What follows belongs to an exercise in optimizing a design on an open flow for small area and a short achievable clock period; a production flow would make more cautious choices. Only simulation tests tie the RTL to the original design; equivalence was not proved.

==> inputs of run P <==
Design Systolic_Array, start of the top module:
module Systolic_Array(IP_Left0, IP_Left4, IP_Left8, IP_Left12,
    IP_Up0, IP_Up1, IP_Up2, IP_Up3, Result0,
    Result1, Result2, Result3, Result4, Result5, Result6, Result7,
    Result8, Result9, Result10, Result11, Result12, Result13, Result14, Result15,
    Clk, Reset, Done);
export LEC_CHECK = 0
export CAP_MARGIN = 20
export CORE_MARGIN = 2
export CORE_UTILIZATION = 40
export SLEW_MARGIN = 20
export SYNTH_HIERARCHICAL = 1
create_clock -name core_clock -period 14.0 [get_ports {Clk}]
run.sh (not shown) runs the stock make flow with config.mk's settings and CLKGATE_MAP_FILE= SYNTH_SCRIPT=/design/flow/synth_recipe.tcl, a recipe that flattens the netlist after the stock synthesis.
==> inputs of run M, as changes to run P <==
Settings changed: CORE_UTILIZATION 40 to 60.
==> comparison <==
- Between run M and run P, the lower via count is in run P (gap 3.2%, measured against run P).
- Between run P and run M, the lower clock skew is in run M (gap 39 ps).
- In run P the routed wire length is higher than in run M, by 4.0%.
- Worst hold slack: run P is higher than run M (4.1 ps).
- Run M finished with timing, DRC and antenna clean. Run P produced a clean layout.
- In flip-flop and latch count, run M and run P do not differ.

========
==> run a <==
Systolic_Array, a different RTL version from the one above (not shown whole).
export LEC_CHECK = 0
export CAP_MARGIN = 20
export CORE_MARGIN = 2
export CORE_UTILIZATION = 40
export SLEW_MARGIN = 20
export SYNTH_HIERARCHICAL = 1
create_clock -name core_clock -period 14.0 [get_ports {Clk}]
standard.sh (not shown) runs the stock make flow with config.mk's settings and CLKGATE_MAP_FILE= SYNTH_SCRIPT=/design/flow/synth_recipe.tcl, a recipe that flattens the netlist after the stock synthesis.
==> flow/flow/run.sh <==
#!/bin/bash
# Standard layout, with the port buffers that buffer_ports inserts made
# sky130_fd_sc_hd__buf_4 instead of its default choice.
set -o pipefail
export BUFFER_PORTS_ARGS="-buffer_cell sky130_fd_sc_hd__buf_4"
bash standard.sh 2>&1 | tee standard.log
==> inputs of run b, as changes to run a <==
==> flow/run.sh (new file) <==
#!/bin/bash
# synth_recipe.tcl (not shown) runs the flow's synth.tcl, then flattens the netlist and writes it again
# the make line also repeats each setting of config.mk as NAME=value (left out here)
make -C /OpenROAD-flow-scripts/flow DESIGN_CONFIG=/design/flow/config.mk WORK_HOME=/design/flow/orfs CLKGATE_MAP_FILE= SYNTH_SCRIPT=/design/flow/synth_recipe.tcl finish
removed: flow/flow/run.sh
removed: flow/standard.sh
==> results by group <==
Clocking
  • CTS Buf Count: about 380

Place
  • Placed insts: roughly 60,000

Routing
  • DR WL met3: approximately 310,000 um

Global route
  • Met3 usage: 0.1482
  • First-pass GRT wire length: between 3,000,000 and 4,000,000 um
  • Total Routing Usage GR: 0.3657

Layout
  • Post-Layout Cell Count: between 60,000 and 70,000
  • Diode count: 59
  • Design area: ~0.53 mm2
  • Most frequent cells in the layout: xor2_1, fa_1, a22o_1, dfrtp_1, nor2_1
  • ClkCell Share: 0.02549
  • Fin nets: 54,440

STA
  • Clock skew: between 90 and 100 ps
  • Hold Slack: between 400 and 500 ps
  • Fin crit period: 8624 ps
  • Slew @ Worst Pin: 1284 ps

Status
  • Outcome: no timing/DRC/antenna violations

Worst setup path
  • Crit path largest cell delay: ~810 ps

Hold path
  • Hold Path Sink: P14.right_o[13]
# the run above: run b

==> results by group <==
Layout
  • Design area: around 0.52 mm2
  • Diode count: 90
  • Post-Layout Cell Count: approximately 61,000
  • Fin nets: approximately 54,000
  • Most frequent cells in the layout: xor2_1, fa_1, a22o_1, buf_4, dfrtp_1

Worst setup path
  • Crit path largest cell delay: roughly 800 ps

Place
  • Placed insts: 59,780

STA
  • Fin crit period: between 7000 and 8000 ps
  • Hold Slack: ~400 ps

Global route
  • First-pass GRT wire length: approximately 3,200,000 um
  • Total Routing Usage GR: 0.3681
  • Met3 usage: 0.1500

Status
  • Outcome: no timing/DRC/antenna violations

Routing
  • DR WL met3: roughly 310,000 um

Hold path
  • Hold Path Sink: P4.down_o[22]

Clocking
  • CTS Buf Count: 389
# the run above: run a

## port drivers added, routing unchanged
The flow's constraints put no driver on any port. The routed layouts listed below were extracted and timed again, unchanged, in two steps. Step 1: set_driving_cell puts a clkbuf_16 on Clk and a buf_2 on each other input, an assumption about the parent block. Step 2 moves the port delays by t, midway between the first and last clock arrival at a register: inputs arrive t later, outputs are due t later. That takes back most of the time a late clock gives input paths. Three values: ideal, step 1, step 2; two values: the first two.
| run | shift t [ns] | slack for setup (ns) | pins driven straight from the clock port |
|---|---|---|---|
| run P | 1.294 | 4.460 / 4.273 / 5.046 | 1 |
| run M | 1.258 | 4.671 / 4.500 / 4.940 | 1 |
| run a | 1.308 | 6.155 / 5.977 / 5.352 | 1 |
| run b | 1.325 | 5.376 / 5.190 / 5.198 | 1 |
After both steps setup and hold are still met in every run listed. For run a, which loses most, drivers alone change the setup slack by -0.178 ns; drivers and shift together by -0.803 ns.
